This design comes from an exercise in tuning for a short achievable clock period and few clock cycles on the open sky130 flow, not from production work. In this exercise RTL edits were held to simulation tests only and were not proved equivalent to the original. Power is estimated from default activity; no workload was simulated.

## black_bean
module black_bean(
    clk,
    rst_n,
    IO_MEM_R_DATA,
    IO_MEM_W_DATA,
    IO_MEM_ADDR,
    IO_MEM_R_EN,
    IO_MEM_W_EN
);
input clk, rst_n;
input  [7:0] IO_MEM_R_DATA;
output [7:0] IO_MEM_W_DATA;
output [7:0] IO_MEM_ADDR;
output       IO_MEM_R_EN;
output       IO_MEM_W_EN;
reg [7:0] ar, dr0, dr1, dr2, cr;
reg [7:0] ir;
reg       ir_v;      
reg [7:0] ir_pcx;    
reg       ir_sk;     
reg       ir_jc;     
reg       ir_ih;     
reg [7:0] ir_iv;
reg       ph;        
reg [7:0] ir2;
reg       ir2_v;
reg [7:0] ir2_a;     
reg [7:0] addr_q, wdata_q;
reg       wen_q;
reg       halted;
assign IO_MEM_R_EN   = 1'b1;
assign IO_MEM_ADDR   = addr_q;
assign IO_MEM_W_DATA = wdata_q;
assign IO_MEM_W_EN   = wen_q;
wire [7:0] rd = IO_MEM_R_DATA;
wire [7:0] fa = addr_q;         
reg  [8:0] sum;
reg        lt, eq, gt;
reg        alu_stale;
reg  [7:0] re;
always @(*) begin
    case (cr)
        8'h11: re = sum[7:0];
        8'h01: re = lt ? 8'h3c : eq ? 8'h3d : 8'h3e;
        8'h10: re = eq ? ar : ir_pcx;
        default: re = 8'h00;
    endcase
end
wire [7:0] ad = (cr == 8'h11) ? {7'd0, sum[8]} : 8'h00;
reg br_hold;   
always @(*) begin
    case (cr)
        8'h01: br_hold = lt;
        8'h02: br_hold = eq;
        8'h03: br_hold = gt;
        8'h04: br_hold = !lt;
        8'h05: br_hold = !eq;
        8'h06: br_hold = !gt;
        default: br_hold = 1'b1;
    endcase
end
  ...
Size in the first run: about 1900 cells after synthesis, about 28 I/O pins.
export LEC_CHECK = 0
export ABC_CLOCK_PERIOD_IN_PS = 1500
export CAP_MARGIN = 20
export CORE_MARGIN = 2
export CORE_UTILIZATION = 40
export SETUP_SLACK_MARGIN = 4
export SLEW_MARGIN = 20
export TNS_END_PERCENT = 100
create_clock -name core_clock -period 5.5 [get_ports {clk}]
run.sh (not shown) runs the stock make flow with config.mk's settings and CLKGATE_MAP_FILE= SYNTH_SCRIPT=/design/flow/synth_recipe.tcl, a recipe that flattens the netlist after the stock synthesis.
Testbench counts at the start, summed over its fixed seeds: cycles 271,563.
Rerun with:
--- a/flow/design.v
+++ b/flow/design.v
@@ -142,41 +142,24 @@
 wire refetch = b_next && !i2_ok;
 wire [7:0] nb  = xfer ? ir2 : rd;
 wire [7:0] na  = xfer ? ir2_a : fa;
 wire       nh  = xfer ? hit_2ok : hit_f;
 wire [7:0] nhv = xfer ? hv_2 : hv_f;
 wire n_sc  = (nb[7:4] == 4'hc);
 wire n_tr  = (nb[3:0] != 4'h0) && (nb[3] == 1'b0);
 wire n_sk  = n_sc && (!n_tr || nh);
 wire n_jc  = n_sc && (nb[3:0] == 4'h2) && nh;
 wire [7:0] na1 = xfer ? ir2_a1 : fa + 8'd1;
 wire [7:0] na2 = xfer ? ir2_a + 8'd2 : fa + 8'd2;
 wire [7:0] jtarget = s_c ? imm : v;
-reg p_hold;
-always @(*) begin
-    case (cr)
-        8'h01: p_hold = dr0 < dr1;
-        8'h02: p_hold = dr0 == dr1;
-        8'h03: p_hold = dr0 > dr1;
-        8'h04: p_hold = !(dr0 < dr1);
-        8'h05: p_hold = dr0 != dr1;
-        8'h06: p_hold = !(dr0 > dr1);
-        default: p_hold = 1'b1;
-    endcase
-end
-wire w_cdd   = go_a && ((t == 4'h4) || (t == 4'h5) || (t == 4'h6));
-wire w_ar    = go_a && (t == 4'h3);
-wire p_known = fetch && !w_cdd;
-wire [7:0] ar_next = w_ar ? v : ar;
-wire p_take  = p_known && (rd == 8'h62) && !p_hold;
 always @(posedge clk) begin
     sum <= {1'b0, dr0} + {1'b0, dr1};
     lt  <= dr0 < dr1;
     eq  <= dr0 == dr1;
     gt  <= dr0 > dr1;
     if (!rst_n) begin
         ar <= 8'h00; dr0 <= 8'h00; dr1 <= 8'h00; dr2 <= 8'h00; cr <= 8'h00;
         ir_v    <= 1'b0;
         ph      <= 1'b0;
         ir2_v   <= 1'b0;
         addr_q  <= 8'h00;
         wen_q   <= 1'b0;
@@ -226,28 +209,28 @@
         if (go_b) begin
             ir2    <= rd;
             ir2_a  <= npc;
             ir2_v  <= !(s_c && !ir_sk);
             wdata_q <= wv;
             addr_q <= i_load ? ar : (s_c || t_c) ? ir_pcx : ar;
         end
         if (fetch || xfer) begin
             ir     <= nb;
             ir_v   <= 1'b1;
             ir_pcx <= na1;
             ir_sk  <= n_sk;
-            ir_jc  <= n_jc || p_take;
+            ir_jc  <= n_jc;
             ir_ih  <= nh;
             ir_iv  <= nhv;
-            addr_q <= p_take ? ar_next : n_jc ? nhv : n_sk ? na2 : na1;
+            addr_q <= n_jc ? nhv : n_sk ? na2 : na1;
         end
         if (a_jump || b_jump) begin
             ir_v   <= 1'b0;
             addr_q <= b_jump ? rd : jtarget;
         end
         if (a_irx || b_irx) begin
             ir     <= b_irx ? rd : (s_c ? imm : v);
             ir_v   <= 1'b1;
             ir_pcx <= npc;
             ir_sk  <= 1'b0;
             ir_jc  <= 1'b0;
             ir_ih  <= 1'b0;
Result:
- clock skew increases by 0.0082 ns
- critical path depth decreases by 5
- worst setup slack gets worse by 0.12 ns
- routed wire length decreases by a few percent
- clock power increases by a little under a tenth
- area after synthesis decreases slightly
- power decreases slightly
- die area decreases slightly
Testbench counts after the change, summed over its fixed seeds: cycles 285,767.


Another version of the RTL of black_bean (not shown whole).
For scale: about 2,400 cells after synthesis, roughly 370 flip-flops, about 28 I/O pins.
clock: 5.5 ns
lec_check: 0
abc_clock_period_in_ps: 1500
cap_margin: 20
core_margin: 2
core_utilization: 40
setup_slack_margin: 5
slew_margin: 20
tns_end_percent: 100
Testbench counts at the start, summed over its fixed seeds: cycles 272,325.
Rerun with:
--- a/flow/design.v
+++ b/flow/design.v
@@ -34,29 +34,28 @@
 reg k_ldwr;          
 reg k_seq;           
 reg k_br;            
 reg k_jmp;           
 reg k_irx;           
 reg k_imma;          
 reg k_skp;           
 reg k_w3, k_w4, k_w5, k_w6, k_w7;   
 reg [7:0] ir_npc;    
 reg [7:0] ir2;
-reg       ir2_v;
 reg [7:0] ir2_a;     
 reg       ir2_h;     
 reg [7:0] ir2_hv;
 reg [7:0] ir2_a1;    
 reg [7:0] ir2_a2;    
 reg       ir2_sc, ir2_nt, ir2_t2;   
 reg [7:0] wa_m1;     
-reg       ir2_bad;   
+reg       ir2_go;    
 reg [7:0] addr_q, wdata_q;
 reg [7:0] fl;        
 reg       wen_q;
 reg       halted;
 assign IO_MEM_R_EN   = 1'b1;
 assign IO_MEM_ADDR   = addr_q;
 assign IO_MEM_W_DATA = wdata_q;
 assign IO_MEM_W_EN   = wen_q;
 wire [7:0] rd = IO_MEM_R_DATA;
 wire [7:0] fa = addr_q;         
@@ -133,25 +132,24 @@
 wire a_irx  = go && k_irx;
 wire a_imm  = go && k_imma;                     
 wire a_skp  = go && k_skp;                      
 wire a_seq  = go && k_seq && !br_j;
 wire a_dec  = !halted && !ph && ir_v && ir_raw;   
 wire b_ld   = ph && !wen_q;
 wire b_wr   = ph && wen_q;
 wire b_jump = b_ld && k_t2;
 wire b_irx  = b_ld && k_t1;
 wire b_next = ph && !b_jump && !b_irx;
-wire i2_ok  = ir2_v && !(b_wr && ir2_bad);
 wire bubble  = !halted && !ph && !ir_v;
 wire fetch   = bubble || a_seq;
-wire xfer    = b_next && i2_ok;
-wire refetch = b_next && !i2_ok;
+wire xfer    = ph && ir2_go;
+wire refetch = b_next && !ir2_go;
 wire f_sc  = (rd[7:4] == 4'hc);
 wire f_tr  = (rd[3:0] != 4'h0) && (rd[3] == 1'b0);
 wire f_sk  = f_sc && (!f_tr || hit_f);
 wire f_jc  = f_sc && (rd[3:0] == 4'h2) && hit_f;
 wire x_sk  = ir2_sc && (ir2_nt || ir2_h);
 wire x_jc  = ir2_sc && ir2_t2 && ir2_h;
 wire [7:0] ir2_nx = x_jc ? ir2_hv : x_sk ? ir2_a2 : ir2_a1;
 wire w_cdd   = live && (k_w4 || k_w5 || k_w6);
 wire [7:0] ar_next = (go && k_w3) ? v : ar;      
 wire p_take  = !w_cdd && !alu_stale && (rd == 8'h62) && br_take;
@@ -265,30 +263,30 @@
         ic_op[ic_rr]  <= ins_op;
         ic_val[ic_rr] <= ins_val;
     end
     if (b_wr) begin
         for (ie = 0; ie < NIC; ie = ie + 1)
             if (ic_op[ie] == wa_m1) ic_val[ie] <= wdata_q;
     end
     ir2    <= rd;
     ir2_a  <= npc;
     ir2_a1 <= npc1;
-    ir2_v  <= !k_nsk;
     ir2_h  <= hit_2;
     ir2_hv <= hv_2;
     ir2_a2 <= npc2;
     ir2_sc <= f_sc;
     ir2_nt <= !f_tr;
     ir2_t2 <= (rd[3:0] == 4'h2);
     wdata_q <= wv;
     wa_m1  <= k_wpc ? ir_pcx - 8'd1 : ar_m1;
-    ir2_bad <= k_wpc ? !k_sc : (ar == npc || (hit_2 && ar_m1 == npc));
+    ir2_go <= !k_nsk && !(k_load && (k_t1 || k_t2)) &&
+              !(k_wr && (k_wpc ? !k_sc : (ar == npc || (hit_2 && ar_m1 == npc))));
     irxv <= (b_irx || k_imm) ? rd : v;
     if (fetch || xfer || a_dec) begin
         ir     <= nb;
         ir_raw <= 1'b0;
         if (!a_dec) begin
             ir_pcx  <= xfer ? ir2_a1 : fa1;
             ir_pcx1 <= xfer ? ir2_a2 : fa2;
             ir_sk   <= nsk;
             ir_jc   <= xfer ? x_jc : (f_jc || p_take);
             ir_ih   <= nh;
After rerunning: Count of clock-buffer cells in the layout fell by 1. Worst setup slack loses 0.13 ns. Critical path depth rose by 2. Utilization rose by 0.44 points. Routed wire length rose slightly. Register-to-register slack loses 0.13 ns. Non-clock buffer count fell by 13. Die area fell slightly. Via count stays flat. Clock power fell by a few percent.
Testbench counts after the change, summed over its fixed seeds: cycles 272,325.

## afterwards: timing with drivers on the ports
Ports are ideal in the flow. The routed layouts listed here were re-timed in OpenROAD.
Step 1 sets driving cells, clkbuf_16 on the clock port and buf_2 on the other inputs (assumed; they add their load-dependent delay and slew).
Step 2 moves the port delays by t, midway between the first and last clock arrival at a register: inputs arrive t later, outputs are due t later. That takes back most of the time a late clock gives input paths.
Three values: ideal ports, drivers, drivers and shift; two values: the first two.
| run | t (ns) | setup slack, ns | worst setup path after step 2 | worst slew at a driven data input, ns |
|---|---|---|---|---|
| the first run of note 1 | 0.623 | 2.246 / 2.246 / 1.856 | input to register | 0.12 |
| the second run of note 1 | 0.622 | 2.124 / 2.124 / 1.561 | input to register | 0.06 |
| the first run of note 2 | 0.655 | 2.784 / 2.784 / 2.273 | input to register | 0.06 |
| the second run of note 2 | 0.643 | 2.656 / 2.656 / 2.362 | input to register | 0.07 |
After both steps setup and hold are still met in every run listed. The setup slack of the second run of note 1, which loses most, moves by 0.000 ns with the drivers and by -0.563 ns with both steps.
